Background: an optimization exercise with open tools, aiming at small area. Do not read the settings as production practice. In this exercise RTL edits were held to simulation tests only and were not proved equivalent to the original. Power and IR drop assume default switching activity.

## fifo
module fifo (in,out,clk,rst,rd_en,wr_en,is_full,is_empty,x_dest,y_dest);
Size: about 320 flip-flops, ~190 I/O pins, about 15000 um^2 of cells after synthesis.
export LEC_CHECK = 0
export CAP_MARGIN = 20
export CORE_MARGIN = 2
export CORE_UTILIZATION = 40
export SLEW_MARGIN = 20
create_clock -name core_clock -period 8.0 [get_ports {clk}]
standard.sh (not shown) runs the stock make flow with config.mk's settings and CLKGATE_MAP_FILE= SYNTH_SCRIPT=/design/flow/synth_recipe.tcl, a recipe that flattens the netlist after the stock synthesis.
==> flow/flow/run.sh <==
#!/bin/bash
# The standard ORFS layout (standard.sh) with area-oriented changes:
#  - after floorplan, the combinational logic of the standard synthesis is
#    replaced by a hand-written gate-level mapping (handmap.tcl); the
#    registers are kept as synthesized
#  - before repair_design, every combinational cell takes its smallest
#    equivalent size (downsize.tcl); repair_design then fixes slew/cap
#  - ports are buffered with buf_1
#  - the clock tree uses clkbuf_4 leaf clusters and no dummy loads
# make's full output goes to standard.log; ORFS keeps each step's log under orfs/logs.
set -e
here=$(pwd)
export POST_FLOORPLAN_TCL=$here/flow/handmap.tcl
export PRE_RESIZE_TCL=$here/flow/downsize.tcl
export BUFFER_PORTS_ARGS="-buffer_cell sky130_fd_sc_hd__buf_1"
export CTS_ARGS="-sink_clustering_enable -repair_clock_nets -dont_use_dummy_load -buf_list {sky130_fd_sc_hd__clkbuf_4} -sink_clustering_size 10 -sink_clustering_max_diameter 60"
bash standard.sh CORE_UTILIZATION=72 SLEW_MARGIN=5 CAP_MARGIN=5 finish > standard.log 2>&1
Other scripts of this flow, unchanged in this note and not shown: flow/flow/downsize.tcl, flow/flow/handmap.tcl
Rerun with:
--- a/flow/flow/run.sh
+++ b/flow/flow/run.sh
@@ -15,3 +15,3 @@
 export BUFFER_PORTS_ARGS="-buffer_cell sky130_fd_sc_hd__buf_1"
 export CTS_ARGS="-sink_clustering_enable -repair_clock_nets -dont_use_dummy_load -buf_list {sky130_fd_sc_hd__clkbuf_4} -sink_clustering_size 10 -sink_clustering_max_diameter 60"
-bash standard.sh CORE_UTILIZATION=72 SLEW_MARGIN=5 CAP_MARGIN=5 finish > standard.log 2>&1
+bash standard.sh CORE_UTILIZATION=60 SLEW_MARGIN=5 CAP_MARGIN=5 finish > standard.log 2>&1
After rerunning: The changed run ran to the end with no violations. Critical path depth is unchanged. Clock skew went down by 11 ps. Die area came out higher by about a fifth. Global-route usage falls by 3.6 points. First-iteration DRC count is lower by a few percent. Final cell count came out higher by a few percent. Worst hold slack gets better by 18 ps. Setup slack improved by 110 ps. Sequential share of layout area is lower by 0.32 points. Count of clock-buffer cells in the layout stays the same.

---

fifo, a different RTL version from the one above (not shown whole).
For scale: ~760 cells after synthesis, about 330 flip-flops, ~190 I/O pins.
==> flow/design.v (excerpt) <==
module fifo (in,out,clk,rst,rd_en,wr_en,is_full,is_empty,x_dest,y_dest);
	parameter n_input=5, data_width=8, addr_width=3;
	input [n_input*(data_width+2*addr_width)-1:0] in;
	input [n_input-1:0] rd_en;
	input [n_input-1:0] wr_en;
	input clk;
	input rst;
	output [n_input*(data_width+2*addr_width)-1:0] out;
	output [n_input-1:0] is_full;
	output [n_input-1:0] is_empty;
	output [n_input*addr_width-1:0] x_dest;
	output [n_input*addr_width-1:0] y_dest;
	localparam W = data_width+2*addr_width;
	genvar i;
	generate for (i = 0; i < n_input; i = i + 1) begin : g_ch
		sync_fifo ch (.in(in[i*W +: W]),.out(out[i*W +: W]),.clk(clk),.rst(rst),.is_full(is_full[i]),.is_empty(is_empty[i]),.rd_en(rd_en[i]),.wr_en(wr_en[i]),.x_dest(x_dest[i*addr_width +: addr_width]),.y_dest(y_dest[i*addr_width +: addr_width]));
	end endgenerate
endmodule
export LEC_CHECK = 0
export CAP_MARGIN = 20
export CORE_MARGIN = 2
export CORE_UTILIZATION = 40
export SLEW_MARGIN = 20
create_clock -name core_clock -period 8.0 [get_ports {clk}]
==> flow/flow/run.sh <==
#!/bin/bash
# The standard ORFS layout (standard.sh) with area-oriented changes:
#  - after floorplan, the combinational logic is re-mapped for area (restructure.tcl)
#  - before repair_design, every combinational cell takes its smallest
#    equivalent size (downsize.tcl); repair_design then fixes slew/cap
#  - ports are buffered with buf_1
#  - the clock tree uses clkbuf_4 leaf clusters and no dummy loads
# make's full output goes to standard.log; ORFS keeps each step's log under orfs/logs.
set -e
here=$(pwd)
export POST_FLOORPLAN_TCL=$here/flow/restructure.tcl
export PRE_RESIZE_TCL=$here/flow/downsize.tcl
export BUFFER_PORTS_ARGS="-buffer_cell sky130_fd_sc_hd__buf_1"
export CTS_ARGS="-sink_clustering_enable -repair_clock_nets -dont_use_dummy_load -buf_list {sky130_fd_sc_hd__clkbuf_4} -sink_clustering_size 10 -sink_clustering_max_diameter 60"
bash standard.sh CORE_UTILIZATION=60 SLEW_MARGIN=5 CAP_MARGIN=5 finish > standard.log 2>&1
==> flow/flow/downsize.tcl <==
# Give every combinational cell its smallest equivalent; repair_design runs next.
sta::make_equiv_cells [get_libs *]
set n 0
foreach inst [get_cells *] {
  set lc [get_lib_cells -of_objects $inst]
  if {$lc eq "NULL" || $lc eq ""} continue
  set nm [get_name $lc]
  if {[string match "*df*" $nm] || [string match "*dl*" $nm]} continue
  set best $lc
  set ba [get_property $lc area]
  foreach c [sta::find_equiv_cells $lc] {
    if {$c eq "NULL" || $c eq ""} continue
    set cn [get_name $c]
    if {[lsearch -exact $::env(DONT_USE_CELLS) $cn] >= 0} continue
    if {[string match "*lpflow*" $cn] || [string match "*probe*" $cn]} continue
    set a [get_property $c area]
    if {$a < $ba} { set best $c; set ba $a }
  }
  if {$best != $lc} { replace_cell $inst $best; incr n }
}
puts "downsize: resized $n instances"
==> flow/flow/restructure.tcl <==
# Re-map the combinational logic between the registers for area (ABC via OpenROAD).
set rmp_dir $::env(OBJECTS_DIR)/rmp
file mkdir $rmp_dir
set_dont_use $::env(DONT_USE_CELLS)
restructure -target area -liberty_file [lindex $::env(LIB_FILES) 0] \
  -tielo_port sky130_fd_sc_hd__conb_1/LO -tiehi_port sky130_fd_sc_hd__conb_1/HI \
  -work_dir $rmp_dir -abc_logfile $::env(LOG_DIR)/2_1_restructure_abc.log
The first run completed without violations.
Then changed:
==> flow/flow/run.sh (replaced) <==
#!/bin/bash
# Standard ORFS layout, with the port buffers and the clock tree built from
# small cells.
set -e
cp standard.sh standard_sh.txt
cp config.mk config_mk.txt
export BUFFER_PORTS_ARGS="-buffer_cell sky130_fd_sc_hd__buf_1"
export CTS_ARGS="-sink_clustering_enable -repair_clock_nets -dont_use_dummy_load -buf_list {sky130_fd_sc_hd__clkbuf_4 sky130_fd_sc_hd__clkbuf_8}"
bash standard.sh > standard.log 2>&1
removed: flow/flow/downsize.tcl
removed: flow/flow/restructure.tcl
Result: First-iteration DRC count falls by about 40%. Area after synthesis is unchanged. Cell count rose by about 11%. Synthesized cell count is unchanged. Clock power increases by about 60%. Sequential share of layout area shrinks by 4.5 points.
Then changed:
==> flow/flow/run.sh (replaced) <==
#!/bin/bash
# The standard ORFS layout (standard.sh) with area-oriented changes:
#  - after floorplan, the combinational logic is re-mapped for area (restructure.tcl)
#  - before repair_design, every combinational cell takes its smallest
#    equivalent size (downsize.tcl); repair_design then fixes slew/cap
#  - ports are buffered with buf_1
#  - the clock tree uses clkbuf_4 leaf clusters and no dummy loads
# make's full output goes to standard.log; ORFS keeps each step's log under orfs/logs.
set -e
here=$(pwd)
export POST_FLOORPLAN_TCL=$here/flow/restructure.tcl
export PRE_RESIZE_TCL=$here/flow/downsize.tcl
export BUFFER_PORTS_ARGS="-buffer_cell sky130_fd_sc_hd__buf_1"
export CTS_ARGS="-sink_clustering_enable -repair_clock_nets -dont_use_dummy_load -buf_list {sky130_fd_sc_hd__clkbuf_4} -sink_clustering_size 10 -sink_clustering_max_diameter 60"
bash standard.sh CORE_UTILIZATION=60 GPL_TIMING_DRIVEN=0 SLEW_MARGIN=10 CAP_MARGIN=10 finish > standard.log 2>&1
==> flow/flow/downsize.tcl (new file) <==
# Give every combinational cell its smallest equivalent; repair_design runs next.
sta::make_equiv_cells [get_libs *]
set n 0
foreach inst [get_cells *] {
  set lc [get_lib_cells -of_objects $inst]
  if {$lc eq "NULL" || $lc eq ""} continue
  set nm [get_name $lc]
  if {[string match "*df*" $nm] || [string match "*dl*" $nm]} continue
  set best $lc
  set ba [get_property $lc area]
  foreach c [sta::find_equiv_cells $lc] {
    if {$c eq "NULL" || $c eq ""} continue
    set cn [get_name $c]
    if {[lsearch -exact $::env(DONT_USE_CELLS) $cn] >= 0} continue
    if {[string match "*lpflow*" $cn] || [string match "*probe*" $cn]} continue
    set a [get_property $c area]
    if {$a < $ba} { set best $c; set ba $a }
  }
  if {$best != $lc} { replace_cell $inst $best; incr n }
}
puts "downsize: resized $n instances"
==> flow/flow/restructure.tcl (new file) <==
# Re-map the combinational logic between the registers for area (ABC via OpenROAD).
set rmp_dir $::env(OBJECTS_DIR)/rmp
file mkdir $rmp_dir
set_dont_use $::env(DONT_USE_CELLS)
restructure -target area -liberty_file [lindex $::env(LIB_FILES) 0] \
  -tielo_port sky130_fd_sc_hd__conb_1/LO -tiehi_port sky130_fd_sc_hd__conb_1/HI \
  -work_dir $rmp_dir -abc_logfile $::env(LOG_DIR)/2_1_restructure_abc.log
- routed wire length came out higher by a few percent
- total power fell by roughly a tenth
- area after synthesis is unchanged
- global-route usage goes up by 8.1 points
- cell area drops by a few percent
- worst hold slack loses 0.0098 ns
- critical path depth goes up by 2
- synthesized cell count is unchanged
- register-to-register slack gets worse by 0.36 ns
Then changed:
==> flow/flow/run.sh (replaced) <==
#!/bin/bash
# Standard ORFS layout, with the port buffers and the clock tree built from
# small cells.
set -e
export BUFFER_PORTS_ARGS="-buffer_cell sky130_fd_sc_hd__buf_1"
export CTS_ARGS="-sink_clustering_enable -repair_clock_nets -dont_use_dummy_load -buf_list {sky130_fd_sc_hd__clkbuf_4} -sink_clustering_size 10 -sink_clustering_max_diameter 60"
bash standard.sh CORE_UTILIZATION=65 finish > standard.log 2>&1
removed: flow/flow/downsize.tcl
removed: flow/flow/restructure.tcl
Outcome:
- The new run went through all stages and came out clean
- worst setup slack improves by 0.49 ns
- final area went up by 0.43%
- first-iteration DRC count went down by 31%
- via count went down by 5.8%
- sequential power barely changes
- die area went down by 7.5%
- cell count went down by 1.7%
- power went down by 3.1%
Then changed:
--- a/flow/flow/run.sh
+++ b/flow/flow/run.sh
@@ -7 +7 @@
-bash standard.sh CORE_UTILIZATION=65 finish > standard.log 2>&1
+bash standard.sh CORE_UTILIZATION=40 finish > standard.log 2>&1
Effect: The new run ran to the end with no violations. First-iteration DRC count grows by a little under a tenth. Critical path depth stays the same. Fmax shrinks slightly. Wire length climbs by a few percent.

-- afterwards: timing with drivers on the ports --
The results above use ideal ports. As a check the final layouts listed here were re-extracted and re-timed, cells and wires unchanged. Step 1: set_driving_cell puts a clkbuf_16 on clk and a buf_2 on each other input, an assumption about the parent block. Step 2, shift: input delay + t, output delay - t, t = (earliest + latest rising clock arrival at the registers) / 2. This alone moves slack from input paths to output paths. a / b / c = no drivers / after step 1 / after step 2; a / b = the first two.
run | shift t [ns] | setup slack, ns | slew at the worst register clock pin (ns) | pins driven straight from the clock port
the first run of note 1 | 0.663 | 3.533 / 3.492 / 4.155 | 0.11 / 0.11 | 1
the second run of note 1 | 0.650 | 3.640 / 3.598 / 4.248 | 0.12 / 0.12 | 1
the first run of note 2 | 0.667 | 3.609 / 3.567 / 4.234 | 0.12 / 0.12 | 1
the second run of note 2 | 0.583 | 4.214 / 4.169 / 4.752 | 0.06 / 0.06 | 1
the third run of note 2 | 0.678 | 3.623 / 3.586 / 4.264 | 0.11 / 0.11 | 1
the fourth run of note 2 | 0.664 | 4.116 / 4.075 / 4.739 | 0.11 / 0.11 | 1
the fifth run of note 2 | 0.649 | 4.090 / 4.046 / 4.695 | 0.11 / 0.11 | 1
After both steps every run listed still meets setup and hold.
